This design comes from an exercise in tuning for small area, a short achievable clock period and few clock cycles on the open sky130 flow, not from production work. RTL that was checked went through simulation tests only; none was proved equivalent to the original. Power figures rest on the tool's default switching activity, not on a simulated workload.

==> job 8382: inputs <==
==> flow/design.v <==
module cache(
    clk,
    proc_reset,
    proc_read,
    proc_write,
    proc_addr,
    proc_wdata,
    proc_stall,
    proc_rdata,
    mem_read,
    mem_write,
    mem_addr,
    mem_rdata,
    mem_wdata,
    mem_ready
);
    input          clk;
    input          proc_reset;
    input          proc_read, proc_write;
    input   [29:0] proc_addr;
    input   [31:0] proc_wdata;
    output         proc_stall;
    output  [31:0] proc_rdata;
    input  [127:0] mem_rdata;
    input          mem_ready;
    output         mem_read, mem_write;
    output  [27:0] mem_addr;
    output [127:0] mem_wdata;
    reg        done_q;       
    reg        wt_q;         
    reg        wb_q;         
    reg        rd_q;         
    reg        ph;           
    reg [3:0]  pht;          
    reg        done_o, wb_o, rd_o;   
    reg        fill_q;       
    reg [31:0]  rdata_q;
    reg [27:0]  maddr_q;
    reg [127:0] buf_q;       
    reg [3:0]   wen_q;       
    reg [63:0]  da [0:7];    
    reg [63:0]  db [0:7];    
    reg [24:0]  ta [0:3];    
    reg [24:0]  tb [0:3];
    reg [7:0]   valid;
    reg [7:0]   dirty;
    wire [2:0]  idx  = proc_addr[4:2];
    wire [1:0]  wsel = proc_addr[1:0];
    wire        req  = proc_read | proc_write;
    wire        look = ~done_q & ~wt_q & ~wb_q & ~rd_q;
    wire [7:0] dec  = 8'd1 << idx;
    wire [3:0] pdec = 4'd1 << idx[2:1];
    wire [3:0] wdec = 4'd1 << wsel;
    reg  [63:0] raw_a, raw_b;    
    reg  [24:0] tag_sel;
    integer i;
    always @(*) begin
        raw_a   = 64'd0;
        raw_b   = 64'd0;
        tag_sel = 25'd0;
        for (i = 0; i < 8; i = i + 1) begin
            raw_a = raw_a | (da[i] & {64{dec[i]}});
            raw_b = raw_b | (db[i] & {64{dec[i]}});
        end
        for (i = 0; i < 4; i = i + 1)
            tag_sel = tag_sel |
                (ta[i] & {25{pdec[i] & ~(idx[0] ^ pht[i])}}) |
                (tb[i] & {25{pdec[i] &  (idx[0] ^ pht[i])}});
    end
    wire [127:0] line_sel = ph ? {raw_a[63:32], raw_b[63:32], raw_a[31:0], raw_b[31:0]}
                               : {raw_b[63:32], raw_a[63:32], raw_b[31:0], raw_a[31:0]};
    reg  [3:0] mta, mtb;
    always @(*)
        for (i = 0; i < 4; i = i + 1) begin
            mta[i] = (ta[i] == proc_addr[29:5]);
            mtb[i] = (tb[i] == proc_addr[29:5]);
        end
    wire [7:0] mline = ph ? {mta[3], mtb[3], mta[2], mtb[2], mta[1], mtb[1], mta[0], mtb[0]}
                          : {mtb[3], mta[3], mtb[2], mta[2], mtb[1], mta[1], mtb[0], mta[0]};
    wire hit   = |(mline & valid & dec);
    wire vd    = |(valid & dirty & dec);
    wire inbw  = wsel[0] ^ ph;                           
    wire hitw  = look & req & hit & proc_write & inbw;   
    wire [1:0]  ws  = {wsel[1], 1'b0};
    wire        rsa = ~rd_q & ~inbw;
    wire        rsb = ~rd_q &  inbw;
    wire [31:0] rd_word = (raw_a[31:0]  & {32{rsa & ~wsel[1]}}) | (raw_b[31:0]  & {32{rsb & ~wsel[1]}}) |
                          (raw_a[63:32] & {32{rsa &  wsel[1]}}) | (raw_b[63:32] & {32{rsb &  wsel[1]}}) |
                          (mem_rdata[32*wsel +: 32] & {32{rd_q}});
    always @(posedge clk or posedge proc_reset) begin
        if (proc_reset) begin
            done_q <= 1'b0;
            wt_q   <= 1'b0;
            wb_q   <= 1'b0;
            rd_q   <= 1'b0;
            ph     <= 1'b0;
            pht    <= 4'b0000;
            done_o <= 1'b0;
            wb_o   <= 1'b0;
            rd_o   <= 1'b0;
        end else begin
            done_o <= (~done_o & ~wt_q & ~wb_o & ~rd_o & req & hit & ~hitw) | wt_q | (rd_o & mem_ready);
            wb_o   <= (~done_o & ~wt_q & ~wb_o & ~rd_o & req & ~hit & vd) | (wb_o & ~mem_ready);
            rd_o   <= (~done_o & ~wt_q & ~wb_o & ~rd_o & req & ~hit & ~vd) | (wb_o & mem_ready) | (rd_o & ~mem_ready);
            done_q <= (look & req & hit & ~hitw) | wt_q | (rd_q & mem_ready);
            wt_q   <= hitw;
            wb_q   <= (look & req & ~hit & vd) | (wb_q & ~mem_ready);
            rd_q   <= (look & req & ~hit & ~vd) | (wb_q & mem_ready) | (rd_q & ~mem_ready);
            ph     <= ~ph;
            pht    <= ~pht;
        end
    end
    always @(posedge clk) begin
        fill_q        <= rd_q;
        rdata_q       <= rd_word;
        buf_q         <= rd_q ? mem_rdata : line_sel;
        maddr_q[2:0]  <= idx;
        maddr_q[27:3] <= (vd & ~rd_q & ~(wb_q & mem_ready)) ? tag_sel : proc_addr[29:5];
        wen_q         <= rd_q ? 4'b1111 : (proc_write ? wdec : 4'b0000);
    end
    wire st_mem = rd_q & mem_ready;          
    genvar g, p;
    generate
        for (p = 0; p < 2; p = p + 1) begin : W
            wire [1:0]  win  = {p[0], ~ph};
            wire [31:0] wbus = (proc_write & (wsel == win)) ? proc_wdata :
                               rd_q ? mem_rdata[32*win +: 32] : buf_q[32*win +: 32];
            wire        wst  = st_mem | (done_q & wen_q[win]);
            for (g = 0; g < 8; g = g + 1) begin : L
                always @(posedge clk)
                    da[g][32*p +: 32] <= (dec[g] & wst) ? wbus : db[g][32*p +: 32];
            end
        end
        for (g = 0; g < 8; g = g + 1) begin : D
            always @(posedge clk)
                db[g] <= da[g];
        end
        for (g = 0; g < 4; g = g + 1) begin : T
            always @(posedge clk) begin
                tb[g] <= ta[g];
                ta[g] <= (pdec[g] & (idx[0] ^ pht[g]) & (st_mem | (done_q & fill_q))) ?
                         proc_addr[29:5] : tb[g];
            end
        end
        for (g = 0; g < 8; g = g + 1) begin : V
            always @(posedge clk or posedge proc_reset) begin
                if (proc_reset)
                    valid[g] <= 1'b0;
                else if (done_q & dec[g] & fill_q)
                    valid[g] <= 1'b1;
            end
            always @(posedge clk)
                if (done_q & dec[g] & (fill_q | proc_write))
                    dirty[g] <= proc_write;
        end
    endgenerate
    assign proc_stall = ~done_o;
    assign proc_rdata = rdata_q;
    assign mem_read   = rd_o;
    assign mem_write  = wb_o;
    assign mem_addr   = maddr_q;
    assign mem_wdata  = buf_q;
endmodule
==> flow/flow/run.sh <==
#!/bin/bash
set -euo pipefail
export BUFFER_PORTS_ARGS="-buffer_cell sky130_fd_sc_hd__buf_2"
bash standard.sh > orfs_make.log 2>&1
==> flow/standard.sh <==
#!/bin/bash
# synth_recipe.tcl (not shown) runs the flow's synth.tcl, then flattens the netlist and writes it again
# the make line also repeats each setting of config.mk as NAME=value (left out here)
make -C /OpenROAD-flow-scripts/flow DESIGN_CONFIG=/design/flow/config.mk WORK_HOME=/design/flow/orfs CLKGATE_MAP_FILE= SYNTH_SCRIPT=/design/flow/synth_recipe.tcl "${@:-finish}"
==> flow/config.mk <==
export PLATFORM = sky130hd
export DESIGN_NAME = cache
export DESIGN_NICKNAME = cache
export VERILOG_FILES = /design/flow/design.v
export SDC_FILE = /design/flow/constraint.sdc
export NUM_CORES = 4
export LEC_CHECK = 0
export CAP_MARGIN = 20
export CORE_MARGIN = 2
export CORE_UTILIZATION = 55
export CTS_CLUSTER_DIAMETER = 150
export CTS_CLUSTER_SIZE = 20
export PLACE_DENSITY = 0.65
export SETUP_SLACK_MARGIN = 5
export SLEW_MARGIN = 20
==> flow/constraint.sdc <==
create_clock -name core_clock -period 8.0 [get_ports {clk}]
set_input_delay 1.6000 -clock core_clock [delete_from_list [all_inputs] [get_ports {clk}]]
set_output_delay 1.6000 -clock core_clock [all_outputs]
set_load 0.01 [all_outputs]
==> job 2880 (differences from job 8382) <==
==> flow/design.v (replaced) <==
module cache(
    clk,
    proc_reset,
    proc_read,
    proc_write,
    proc_addr,
    proc_wdata,
    proc_stall,
    proc_rdata,
    mem_read,
    mem_write,
    mem_addr,
    mem_rdata,
    mem_wdata,
    mem_ready
);
    input          clk;
    input          proc_reset;
    input          proc_read, proc_write;
    input   [29:0] proc_addr;
    input   [31:0] proc_wdata;
    output         proc_stall;
    output  [31:0] proc_rdata;
    input  [127:0] mem_rdata;
    input          mem_ready;
    output         mem_read, mem_write;
    output  [27:0] mem_addr;
    output [127:0] mem_wdata;
    reg        done_q;       
    reg        wb_q;         
    reg        rd_q;         
    reg        fill_q;       
    reg [31:0]  rdata_q;
    reg [27:0]  maddr_q;
    reg [127:0] buf_q;       
    reg [7:0]   ldec_q;      
    reg [3:0]   wen_q;       
    reg [3:0]   wsrc_q;      
    reg [127:0] line  [0:7];
    reg [24:0]  tag   [0:7];
    reg [7:0]   valid;
    reg [7:0]   dirty;
    wire [2:0]  idx  = proc_addr[4:2];
    wire [1:0]  wsel = proc_addr[1:0];
    wire        req  = proc_read | proc_write;
    wire        look = ~done_q & ~wb_q & ~rd_q;
    wire [7:0] dec  = 8'd1 << idx;
    wire [3:0] wdec = 4'd1 << wsel;
    reg  [7:0] match;
    reg  [127:0] line_sel;
    reg  [24:0]  tag_sel;
    integer i;
    always @(*) begin
        line_sel = 128'd0;
        tag_sel  = 25'd0;
        for (i = 0; i < 8; i = i + 1) begin
            match[i] = valid[i] & (tag[i] == proc_addr[29:5]);
            line_sel = line_sel | (line[i] & {128{dec[i]}});
            tag_sel  = tag_sel  | (tag[i]  & {25{dec[i]}});
        end
    end
    wire hit   = |(match & dec);
    wire vd    = |(valid & dirty & dec);
    wire [31:0] cache_word = line_sel[32*wsel +: 32];
    wire [31:0] mem_word   = mem_rdata[32*wsel +: 32];
    always @(posedge clk or posedge proc_reset) begin
        if (proc_reset) begin
            done_q <= 1'b0;
            wb_q   <= 1'b0;
            rd_q   <= 1'b0;
        end else begin
            done_q <= (look & req & hit) | (rd_q & mem_ready);
            wb_q   <= (look & req & ~hit & vd) | (wb_q & ~mem_ready);
            rd_q   <= (look & req & ~hit & ~vd) | (wb_q & mem_ready) | (rd_q & ~mem_ready);
        end
    end
    always @(posedge clk) begin
        fill_q        <= rd_q;
        rdata_q       <= rd_q ? mem_word : cache_word;
        buf_q         <= rd_q ? mem_rdata : line_sel;
        maddr_q[2:0]  <= idx;
        maddr_q[27:3] <= (vd & ~rd_q & ~(wb_q & mem_ready)) ? tag_sel : proc_addr[29:5];
        ldec_q        <= dec;
        wen_q         <= rd_q ? 4'b1111 : (proc_write ? wdec : 4'b0000);
        wsrc_q        <= rd_q ? ~(proc_write ? wdec : 4'b0000) : 4'b0000;
    end
    wire [127:0] wbus;
    genvar g, w;
    generate
        for (w = 0; w < 4; w = w + 1) begin : B
            assign wbus[32*w +: 32] = wsrc_q[w] ? buf_q[32*w +: 32] : proc_wdata;
        end
        for (g = 0; g < 8; g = g + 1) begin : L
            wire sel = done_q & ldec_q[g];
            for (w = 0; w < 4; w = w + 1) begin : W
                always @(posedge clk)
                    if (sel & wen_q[w])
                        line[g][32*w +: 32] <= wbus[32*w +: 32];
            end
            always @(posedge clk)
                if (sel & fill_q)
                    tag[g] <= maddr_q[27:3];
            always @(posedge clk or posedge proc_reset) begin
                if (proc_reset)
                    valid[g] <= 1'b0;
                else if (sel & fill_q)
                    valid[g] <= 1'b1;
            end
            always @(posedge clk)
                if (sel & (fill_q | proc_write))
                    dirty[g] <= proc_write;
        end
    endgenerate
    assign proc_stall = ~done_q;
    assign proc_rdata = rdata_q;
    assign mem_read   = rd_q;
    assign mem_write  = wb_q;
    assign mem_addr   = maddr_q;
    assign mem_wdata  = buf_q;
endmodule
==> flow/run.sh (new file) <==
#!/bin/bash
# synth_recipe.tcl (not shown) runs the flow's synth.tcl, then flattens the netlist and writes it again
# the make line also repeats each setting of config.mk as NAME=value (left out here)
make -C /OpenROAD-flow-scripts/flow DESIGN_CONFIG=/design/flow/config.mk WORK_HOME=/design/flow/orfs CLKGATE_MAP_FILE= SYNTH_SCRIPT=/design/flow/synth_recipe.tcl finish
--- a/flow/config.mk
+++ b/flow/config.mk
@@ -8,8 +8,6 @@
 export CAP_MARGIN = 20
 export CORE_MARGIN = 2
-export CORE_UTILIZATION = 55
-export CTS_CLUSTER_DIAMETER = 150
-export CTS_CLUSTER_SIZE = 20
-export PLACE_DENSITY = 0.65
+export CORE_UTILIZATION = 45
+export PLACE_DENSITY = 0.6
 export SETUP_SLACK_MARGIN = 5
 export SLEW_MARGIN = 20
removed: flow/flow/run.sh
removed: flow/standard.sh
==> job 2863 (differences from job 8382) <==
--- a/flow/config.mk
+++ b/flow/config.mk
@@ -9,7 +9,8 @@
 export CORE_MARGIN = 2
 export CORE_UTILIZATION = 55
-export CTS_CLUSTER_DIAMETER = 150
-export CTS_CLUSTER_SIZE = 20
+export CTS_CLUSTER_DIAMETER = 120
+export CTS_CLUSTER_SIZE = 24
 export PLACE_DENSITY = 0.65
 export SETUP_SLACK_MARGIN = 5
 export SLEW_MARGIN = 20
+export TNS_END_PERCENT = 20
==> results.txt <==
                                                                      job 8382                   job 2880                  job 2863
Wire length on met1                                                    78.5 mm                    83.7 mm                   76.6 mm
Flop and latch count out of synthesis                                     1445                       1448                      1445
Number of levels the H-tree was split into                                   3                          4                         3
Pin count of the biggest net entering global routing                       195                         53                       185
Simple-gate portion of the synthesized area                              8.06%                      3.28%                     8.06%
Placed instance count                                                     6152                       5275                      6153
Seq_cells                                                                 1445                       1448                      1445
Number of warning messages in the yosys log                                  5                          3                         5
Netlist Area Pre-Place                                               51500 um2                  57800 um2                 51500 um2
Number of diodes added for antenna fixing                                   10                          3                        23
Switching Share                                                          35.8%                      29.7%                     36.3%
Design internal power                                                  16.2 mW                    15.3 mW                   15.6 mW
Die outline height                                                      310 um                     362 um                    310 um
Met2 wirelength from detailed routing                                  81.7 mm                    98.3 mm                   81.3 mm
Total power density per cell area                                   414 nW/um2                 308 nW/um2                418 nW/um2
Run status                                             complete, no violations    complete, no violations   complete, no violations
Count of inserted tapcells                                                1254                       1662                      1254
Prevailing post-synth register cell                   sky130_fd_sc_hd__dfxtp_1  sky130_fd_sc_hd__edfxtp_1  sky130_fd_sc_hd__dfxtp_1
Synthesized net count                                                     5035                       3595                      5035
Number of multi-input combinational cells                                 3022                       1695                      3020
Testbench counts of job 8382, summed over its fixed seeds: cycles 248,918.
Testbench counts of job 2863, summed over its fixed seeds: cycles 248,918.
For job 2880, only the layout was checked, not whether the RTL still works.


==> wip/amber: inputs <==
cache, a different RTL version from the one above (not shown whole).
==> module cache, before the edit <==
module cache(
    clk,
    proc_reset,
    proc_read,
    proc_write,
    proc_addr,
    proc_wdata,
    proc_stall,
    proc_rdata,
    mem_read,
    mem_write,
    mem_addr,
    mem_rdata,
    mem_wdata,
    mem_ready
);
    input          clk;
    input          proc_reset;
    input          proc_read, proc_write;
    input   [29:0] proc_addr;
    input   [31:0] proc_wdata;
    output         proc_stall;
    output  [31:0] proc_rdata;
    input  [127:0] mem_rdata;
    input          mem_ready;
    output         mem_read, mem_write;
    output  [27:0] mem_addr;
    output [127:0] mem_wdata;
    reg        done_q;       
    reg        wb_q;         
    reg        rd_q;         
    reg [31:0]  rdata_q;
    reg [27:0]  maddr_q;
    reg [127:0] mwdata_q;
    reg [127:0] line  [0:7];
    reg [24:0]  tag   [0:7];
    reg [7:0]   valid;
    reg [7:0]   dirty;
    wire [2:0]  idx  = proc_addr[4:2];
    wire [1:0]  wsel = proc_addr[1:0];
    wire        req  = proc_read | proc_write;
    wire        look = ~done_q & ~wb_q & ~rd_q;
    wire [7:0] dec = 8'd1 << idx;
    reg  [7:0] match;
    reg  [127:0] line_sel;
    reg  [24:0]  tag_sel;
    integer i;
    always @(*) begin
        line_sel = 128'd0;
        tag_sel  = 25'd0;
        for (i = 0; i < 8; i = i + 1) begin
            match[i] = valid[i] & (tag[i] == proc_addr[29:5]);
            line_sel = line_sel | (line[i] & {128{dec[i]}});
            tag_sel  = tag_sel  | (tag[i]  & {25{dec[i]}});
        end
    end
    wire hit       = |(match & dec);
    wire vd        = |(valid & dirty & dec);
    wire go_wb     = look & req & ~hit & vd;
    wire go_rd     = (look & req & ~hit & ~vd) | (wb_q & mem_ready);
    wire fill      = rd_q & mem_ready;
    wire [31:0] cache_word = line_sel[32*wsel +: 32];
    wire [31:0] mem_word   = mem_rdata[32*wsel +: 32];
    always @(posedge clk or posedge proc_reset) begin
        if (proc_reset) begin
            done_q <= 1'b0;
            wb_q   <= 1'b0;
            rd_q   <= 1'b0;
        end else begin
            done_q <= (look & req & hit) | fill;
            wb_q   <= go_wb | (wb_q & ~mem_ready);
            rd_q   <= go_rd | (rd_q & ~mem_ready);
        end
    end
    always @(posedge clk) begin
        rdata_q       <= rd_q ? mem_word : cache_word;
        mwdata_q      <= line_sel;
        maddr_q[2:0]  <= idx;
        maddr_q[27:3] <= (go_wb | (wb_q & ~mem_ready)) ? tag_sel : proc_addr[29:5];
    end
    wire         wr    = done_q & proc_write;
    wire [127:0] wbus  = rd_q ? mem_rdata : {4{proc_wdata}};
    wire [3:0]   wdec  = 4'd1 << wsel;
    genvar g, w;
    generate
        for (g = 0; g < 8; g = g + 1) begin : L
            for (w = 0; w < 4; w = w + 1) begin : W
                always @(posedge clk)
                    if (dec[g] & (fill | (wr & wdec[w])))
                        line[g][32*w +: 32] <= wbus[32*w +: 32];
            end
            always @(posedge clk)
                if (dec[g] & fill)
                    tag[g] <= proc_addr[29:5];
            always @(posedge clk or posedge proc_reset) begin
                if (proc_reset)
                    valid[g] <= 1'b0;
                else if (dec[g] & fill)
                    valid[g] <= 1'b1;
            end
            always @(posedge clk)
                if (dec[g] & (fill | wr))
                    dirty[g] <= wr;
        end
    endgenerate
    assign proc_stall = ~done_q;
    assign proc_rdata = rdata_q;
    assign mem_read   = rd_q;
    assign mem_write  = wb_q;
    assign mem_addr   = maddr_q;
    assign mem_wdata  = mwdata_q;
endmodule
clock: 8.0 ns
lec_check: 0
cap_margin: 20
core_margin: 2
core_utilization: 45
place_density: 0.6
slew_margin: 20
run.sh (not shown) runs the stock make flow with config.mk's settings and CLKGATE_MAP_FILE= SYNTH_SCRIPT=/design/flow/synth_recipe.tcl, a recipe that flattens the netlist after the stock synthesis.
Stock flow here: none of the scripts above is used.
==> inputs of wip/tundra, as changes to wip/amber <==
==> flow/design.v (replaced) <==
module cache(
    clk,
    proc_reset,
    proc_read,
    proc_write,
    proc_addr,
    proc_wdata,
    proc_stall,
    proc_rdata,
    mem_read,
    mem_write,
    mem_addr,
    mem_rdata,
    mem_wdata,
    mem_ready
);
    input          clk;
    input          proc_reset;
    input          proc_read, proc_write;
    input   [29:0] proc_addr;
    input   [31:0] proc_wdata;
    output         proc_stall;
    output  [31:0] proc_rdata;
    input  [127:0] mem_rdata;
    input          mem_ready;
    output         mem_read, mem_write;
    output  [27:0] mem_addr;
    output [127:0] mem_wdata;
    reg        done_q;       
    reg        wt_q;         
    reg        wb_q;         
    reg        rd_q;         
    reg        ph;           
    reg        fill_q;       
    reg [31:0]  rdata_q;
    reg [27:0]  maddr_q;
    reg [127:0] buf_q;       
    reg [3:0]   wen_q;       
    reg [127:0] sa [0:3];    
    reg [127:0] sb [0:3];    
    reg [24:0]  ta [0:3];
    reg [24:0]  tb [0:3];
    reg [7:0]   valid;
    reg [7:0]   dirty;
    wire [2:0]  idx  = proc_addr[4:2];
    wire [1:0]  wsel = proc_addr[1:0];
    wire        req  = proc_read | proc_write;
    wire        look = ~done_q & ~wt_q & ~wb_q & ~rd_q;
    wire        inb  = idx[0] ^ ph;             
    wire [7:0] dec  = 8'd1 << idx;
    wire [3:0] pdec = 4'd1 << idx[2:1];
    wire [3:0] wdec = 4'd1 << wsel;
    reg  [127:0] line_sel;
    reg  [24:0]  tag_sel;
    integer i;
    always @(*) begin
        line_sel = 128'd0;
        tag_sel  = 25'd0;
        for (i = 0; i < 4; i = i + 1) begin
            line_sel = line_sel | ((inb ? sb[i] : sa[i]) & {128{pdec[i]}});
            tag_sel  = tag_sel  | ((inb ? tb[i] : ta[i]) & {25{pdec[i]}});
        end
    end
    wire vld   = |(valid & dec);
    wire hit   = vld & (tag_sel == proc_addr[29:5]);
    wire vd    = |(valid & dirty & dec);
    wire hitw  = look & req & hit & proc_write & inb;    
    wire [31:0] cache_word = line_sel[32*wsel +: 32];
    wire [31:0] mem_word   = mem_rdata[32*wsel +: 32];
    always @(posedge clk or posedge proc_reset) begin
        if (proc_reset) begin
            done_q <= 1'b0;
            wt_q   <= 1'b0;
            wb_q   <= 1'b0;
            rd_q   <= 1'b0;
            ph     <= 1'b0;
        end else begin
            done_q <= (look & req & hit & ~hitw) | wt_q | (rd_q & mem_ready);
            wt_q   <= hitw;
            wb_q   <= (look & req & ~hit & vd) | (wb_q & ~mem_ready);
            rd_q   <= (look & req & ~hit & ~vd) | (wb_q & mem_ready) | (rd_q & ~mem_ready);
            ph     <= ~ph;
        end
    end
    always @(posedge clk) begin
        fill_q        <= rd_q;
        rdata_q       <= rd_q ? mem_word : cache_word;
        buf_q         <= rd_q ? mem_rdata : line_sel;
        maddr_q[2:0]  <= idx;
        maddr_q[27:3] <= (vd & ~rd_q & ~(wb_q & mem_ready)) ? tag_sel : proc_addr[29:5];
        wen_q         <= rd_q ? 4'b1111 : (proc_write ? wdec : 4'b0000);
    end
    wire         st_mem = rd_q & mem_ready;          
    wire [127:0] wbus;
    genvar g, w;
    generate
        for (w = 0; w < 4; w = w + 1) begin : B
            assign wbus[32*w +: 32] = (proc_write & wdec[w]) ? proc_wdata :
                                      rd_q ? mem_rdata[32*w +: 32] : buf_q[32*w +: 32];
        end
        for (g = 0; g < 4; g = g + 1) begin : P
            wire sel = pdec[g] & inb;
            for (w = 0; w < 4; w = w + 1) begin : W
                always @(posedge clk)
                    sa[g][32*w +: 32] <= (sel & (st_mem | (done_q & wen_q[w]))) ?
                                         wbus[32*w +: 32] : sb[g][32*w +: 32];
            end
            always @(posedge clk) begin
                sb[g] <= sa[g];
                tb[g] <= ta[g];
                ta[g] <= (sel & (st_mem | (done_q & fill_q))) ? proc_addr[29:5] : tb[g];
            end
        end
        for (g = 0; g < 8; g = g + 1) begin : L
            always @(posedge clk or posedge proc_reset) begin
                if (proc_reset)
                    valid[g] <= 1'b0;
                else if (done_q & dec[g] & fill_q)
                    valid[g] <= 1'b1;
            end
            always @(posedge clk)
                if (done_q & dec[g] & (fill_q | proc_write))
                    dirty[g] <= proc_write;
        end
    endgenerate
    assign proc_stall = ~done_q;
    assign proc_rdata = rdata_q;
    assign mem_read   = rd_q;
    assign mem_write  = wb_q;
    assign mem_addr   = maddr_q;
    assign mem_wdata  = buf_q;
endmodule
SETUP_SLACK_MARGIN = 5   (was not set)
==> inputs of wip/maple, as changes to wip/amber <==
SETUP_SLACK_MARGIN = 5   (was not set)
==> results.txt <==
wip/amber completed with no timing, DRC or antenna violations. wip/maple went through all stages and came out clean. wip/tundra ran to the end with no violations. Of wip/amber and wip/maple, wip/maple has the higher global-route usage (gap 4.7 points). The lowest clock skew belongs to wip/amber, the highest to wip/maple. Of wip/maple and wip/tundra, wip/tundra has the higher flip-flop and latch count (gap 7). Of wip/amber and wip/tundra, wip/tundra has the higher sequential power (gap 26%, measured against wip/tundra). Sequential share of layout area: wip/amber > wip/maple > wip/tundra. Synthesized cell count is the same in wip/amber and wip/maple. The highest worst setup slack belongs to wip/maple, the lowest to wip/amber. The lowest first-iteration DRC count belongs to wip/tundra, the highest to wip/maple. The highest via count belongs to wip/tundra, the lowest to wip/amber.
Testbench counts of wip/amber, summed over its fixed seeds: cycles 247,454.
Testbench counts of wip/maple, summed over its fixed seeds: cycles 247,454.
Function not checked in wip/tundra: the RTL went through the layout flow alone.

==> re-timing with driven ports <==
Ports are ideal in the flow. The routed layouts listed here were re-timed in OpenROAD. Step 1, drivers: a clkbuf_16 drives clk and a buf_2 each remaining input, both assumed. Step 2 also shifts input and output timing later by t, the mid clock arrival at the registers, as if the neighbouring blocks saw the same clock. Three values: ideal ports, drivers, drivers and shift; two values: the first two.
run	shift t [ns]	slack for setup (ns)	worst setup path after step 2
job 8382	0.752	4.955 / 4.866 / 4.114	input to register
job 2880	0.851	4.975 / 4.806 / 3.956	input to register
job 2863	0.746	4.751 / 4.674 / 4.070	input to register
wip/amber	0.833	3.301 / 3.357 / 2.524	input to register
wip/tundra	0.829	4.343 / 4.369 / 3.540	input to register
wip/maple	0.839	4.666 / 4.492 / 3.654	input to register
After both steps every run listed still meets setup and hold. The setup slack of job 2880, which loses most, moves by -0.169 ns with the drivers and by -1.019 ns with both steps.
